From an optimization exercise on the open Yosys and OpenROAD flow, aimed at small area; shortcuts taken in it are not production practice.
At most, simulation tests tie the RTL to the original design; equivalence was not proved.

## alpha
## top_embed
module top_embed(
	input sys_clk,
	input xreset,
	input fifo_rset,
	input trigger,
	output reg pixel_ready,
	output single_strobe,
	output cont_strobe,
	input spi_clk,
	input spi_mosi,
	output spi_miso,
	output spi_miso_oe,
	input fpga_cs,
	input fifo_cs,
	input e2_cs,
	input adt_cs,
	output adt7301_clk,
	output adt7301_cs,
	output eeprom_clk,
	output eeprom_cs,
	output ilx511b_clk,
	output ilx511b_rog,
	output ilx511b_shsw,
	input ad7621_busy,
	input [15:0] ad7621_di,
	output ad7621_convst,
	output fifo_rst,
	output [15:0] fifo_din,
	output fifo_wr_en,
	output fifo_rd_en,
	input [15:0] fifo_dout,
	input fifo_full,
	input fifo_empty,
	input [10:0] fifo_data_count
    );
	reg [2:0] sclk_s;
	reg [2:0] acq_s;
	always @ (posedge sys_clk)
	begin
		sclk_s <= {sclk_s[1:0], spi_clk};
		acq_s <= {acq_s[1:0], fifo_rset | trigger};
	end
	wire sclk_rise = sclk_s[1] & ~sclk_s[2];
	wire sclk_fall = sclk_s[2] & ~sclk_s[1];
	wire acq_rise = acq_s[1] & ~acq_s[2];
	wire fpga_miso;
	wire fifo_miso;
	assign spi_miso = (fifo_cs == 1'b0) ? fifo_miso : (fpga_cs == 1'b0) ? fpga_miso : 1'b0;
	assign spi_miso_oe = e2_cs & adt_cs;
	assign eeprom_clk = spi_clk;
	assign eeprom_cs = e2_cs;
	assign adt7301_clk = spi_clk;
	assign adt7301_cs = adt_cs;
	wire [15:0] FPGA_COUNTBASE;
	wire [15:0] FPGA_STRBCOUNT;
	wire [15:0] FPGA_INTCLOCK;
	wire [15:0] FPGA_SSLOWDELAY;
	wire [15:0] FPGA_SSHIGHDELAY;
	wire [15:0] FPGA_LAMPENABLE;
	wire [15:0] FPGA_OFFSETVALUE;
	wire [15:0] FPGA_MAXSATVALUE;
  ...
Size in the first run: about 1600 cells after synthesis, about 440 flip-flops, ~88 I/O pins, ~19000 um2 of cells after synthesis.
export LEC_CHECK = 0
export CAP_MARGIN = 20
export CORE_MARGIN = 2
export CORE_UTILIZATION = 65
export SLEW_MARGIN = 20
create_clock -name core_clock -period 20.0 [get_ports {sys_clk}]
standard.sh (not shown) runs the stock make flow with config.mk's settings and CLKGATE_MAP_FILE= SYNTH_SCRIPT=/design/flow/synth_recipe.tcl, a recipe that flattens the netlist after the stock synthesis.
==> flow/flow/run.sh <==
#!/bin/bash
export BUFFER_PORTS_ARGS="-buffer_cell sky130_fd_sc_hd__buf_1"
export CTS_ARGS="-sink_clustering_enable -repair_clock_nets -dont_use_dummy_load -buf_list sky130_fd_sc_hd__clkbuf_4 -sink_clustering_size 8 -sink_clustering_max_diameter 40"
bash standard.sh > standard_flow.log 2>&1
In summary, alpha completed successfully, with a layout that passed the timing, DRC and antenna checks.
The inputs of beta differ from those of alpha as listed below.
--- a/flow/config.mk
+++ b/flow/config.mk
@@ -9,3 +9,3 @@
 export CORE_MARGIN = 2
-export CORE_UTILIZATION = 65
+export CORE_UTILIZATION = 40
 export SLEW_MARGIN = 20
Findings:
beta completed; timing, DRC and antenna clean
Number of nets in the synthesized netlist came out exactly the same in beta and alpha.
NOTE area enclosed by the die boundary alpha->beta increased by more than half
Re detailed-router iteration count before antenna repair: no difference whatsoever between beta and alpha.
beta — count of clock buffers in the final design 6 higher, alpha as reference
beta ended with less setup slack than alpha.
Relative to alpha, post-route minimum period increased by 0.028 ns in beta.
Min placeable core area across beta and alpha: alpha
beta against alpha: core utilization now smaller, global-route wire length before repair now larger.

* * *

== ember ==
top_embed, a different RTL version from the one above (not shown whole).
For scale: about 440 flip-flops, about 0.022 sq mm of cells after synthesis.
// top_embed
module top_embed(
	input sys_clk,
	input xreset,
	input fifo_rset,
	input trigger,
	output reg pixel_ready,
	output single_strobe,
	output cont_strobe,
	input spi_clk,
	input spi_mosi,
	output spi_miso,
	output spi_miso_oe,
	input fpga_cs,
	input fifo_cs,
	input e2_cs,
	input adt_cs,
	output adt7301_clk,
	output adt7301_cs,
	output eeprom_clk,
	output eeprom_cs,
	output ilx511b_clk,
	output ilx511b_rog,
	output ilx511b_shsw,
	input ad7621_busy,
	input [15:0] ad7621_di,
	output ad7621_convst,
	output fifo_rst,
	output [15:0] fifo_din,
	output fifo_wr_en,
	output fifo_rd_en,
	input [15:0] fifo_dout,
	input fifo_full,
	input fifo_empty,
	input [10:0] fifo_data_count
    );
	reg [2:0] sclk_s;
	reg [2:0] acq_s;
	always @ (posedge sys_clk)
	begin
		sclk_s <= {sclk_s[1:0], spi_clk};
		acq_s <= {acq_s[1:0], fifo_rset | trigger};
	end
	wire sclk_rise = sclk_s[1] & ~sclk_s[2];
	wire sclk_fall = sclk_s[2] & ~sclk_s[1];
	wire acq_rise = acq_s[1] & ~acq_s[2];
	wire fpga_miso;
	wire fifo_miso;
	assign spi_miso = (fifo_cs == 1'b0) ? fifo_miso : (fpga_cs == 1'b0) ? fpga_miso : 1'b0;
	assign spi_miso_oe = e2_cs & adt_cs;
	assign eeprom_clk = spi_clk;
	assign eeprom_cs = e2_cs;
	assign adt7301_clk = spi_clk;
	assign adt7301_cs = adt_cs;
	wire [15:0] FPGA_COUNTBASE;
	wire [15:0] FPGA_STRBCOUNT;
	wire [15:0] FPGA_INTCLOCK;
	wire [15:0] FPGA_SSLOWDELAY;
	wire [15:0] FPGA_SSHIGHDELAY;
	wire [15:0] FPGA_LAMPENABLE;
	wire [15:0] FPGA_OFFSETVALUE;
	wire [15:0] FPGA_MAXSATVALUE;
	wire strobe_param_change;
  ...
clock: 20.0 ns
lec_check: 0
cap_margin: 20
core_margin: 2
core_utilization: 40
cts_buf_list: sky130_fd_sc_hd__clkbuf_4
cts_cluster_diameter: 50
cts_cluster_size: 10
slew_margin: 20
run.sh (not shown) runs the stock make flow with config.mk's settings and CLKGATE_MAP_FILE= SYNTH_SCRIPT=/design/flow/synth_recipe.tcl, a recipe that flattens the netlist after the stock synthesis.
Stock flow here: none of the scripts above is used.
ember was carried through to the last stage, and its layout satisfied the timing, DRC and antenna checks.
Here is what was changed in the inputs of willow compared with ember.
--- a/flow/config.mk
+++ b/flow/config.mk
@@ -9,6 +9,4 @@
 export CORE_MARGIN = 2
 export CORE_UTILIZATION = 40
-export CTS_BUF_LIST = sky130_fd_sc_hd__clkbuf_4
-export CTS_CLUSTER_DIAMETER = 50
-export CTS_CLUSTER_SIZE = 10
+export CTS_BUF_LIST = sky130_fd_sc_hd__clkbuf_8
 export SLEW_MARGIN = 20
--- outcome ---
- Between ember and willow, the flow reports net count reported at finish increasing slightly.
- Changes observed in willow relative to ember: count of input and output buffers was more or less identical, share of the clock period used by the worst path after layout was more or less identical, final area went up by 3.4%, final cell count went up by about 1.3%.
- Layout filler cell count was lower in the run labelled willow.
diff inputs: willow => harbor
--- a/flow/config.mk
+++ b/flow/config.mk
@@ -6,7 +6,7 @@
 export NUM_CORES = 4
 export LEC_CHECK = 0
+export ABC_AREA = 1
 export CAP_MARGIN = 20
 export CORE_MARGIN = 2
 export CORE_UTILIZATION = 40
-export CTS_BUF_LIST = sky130_fd_sc_hd__clkbuf_8
 export SLEW_MARGIN = 20
Results
willow: all stages complete, timing, DRC and antenna checks passed
harbor has completed all stages; timing, DRC and antenna checks passed.
On synthesized netlist cell count: between willow and harbor, it ends up higher for harbor.
Diff willow -> harbor: placed wire-length estimate now sits higher, post-synthesis compound-gate area fraction now sits higher.
Looking at most common cell after layout, fill and taps aside, the sky130_fd_sc_hd__dfxtp_1 result is from willow; the sky130_fd_sc_hd__nand2_1 one comes from harbor.
No run of this note included a check of the RTL's function; only the layout flow was run.

-- what the ideal ports hide --
No port has a modelled driver above. Below, the same layouts with a new extraction and two added sets of constraints.
Step 1 sets driving cells, clkbuf_16 on the clock port and buf_2 on the other inputs (assumed; they add their load-dependent delay and slew).
Step 2 times the ports against the registers' clock, not the clock port: input delays grow and output delays shrink by t, the midpoint of the rising clock arrivals with the driver on.
a / b / c = no drivers / after step 1 / after step 2; a / b = the first two.
run	t, ns	setup WS [ns]	clock arrival spread, ns	cell pins on the clock port's net
alpha	0.707	9.369 / 9.369 / 9.369	0.090 / 0.091	1
beta	0.806	9.341 / 9.341 / 9.341	0.106 / 0.107	1
ember	0.892	10.364 / 10.303 / 10.303	0.094 / 0.094	1
willow	0.701	10.360 / 10.300 / 10.300	0.050 / 0.050	1
harbor	0.648	9.756 / 9.737 / 9.737	0.038 / 0.038	1
After both steps every run listed still meets setup and hold. The setup slack of ember, which loses most, moves by -0.061 ns with the drivers and by -0.061 ns with both steps.
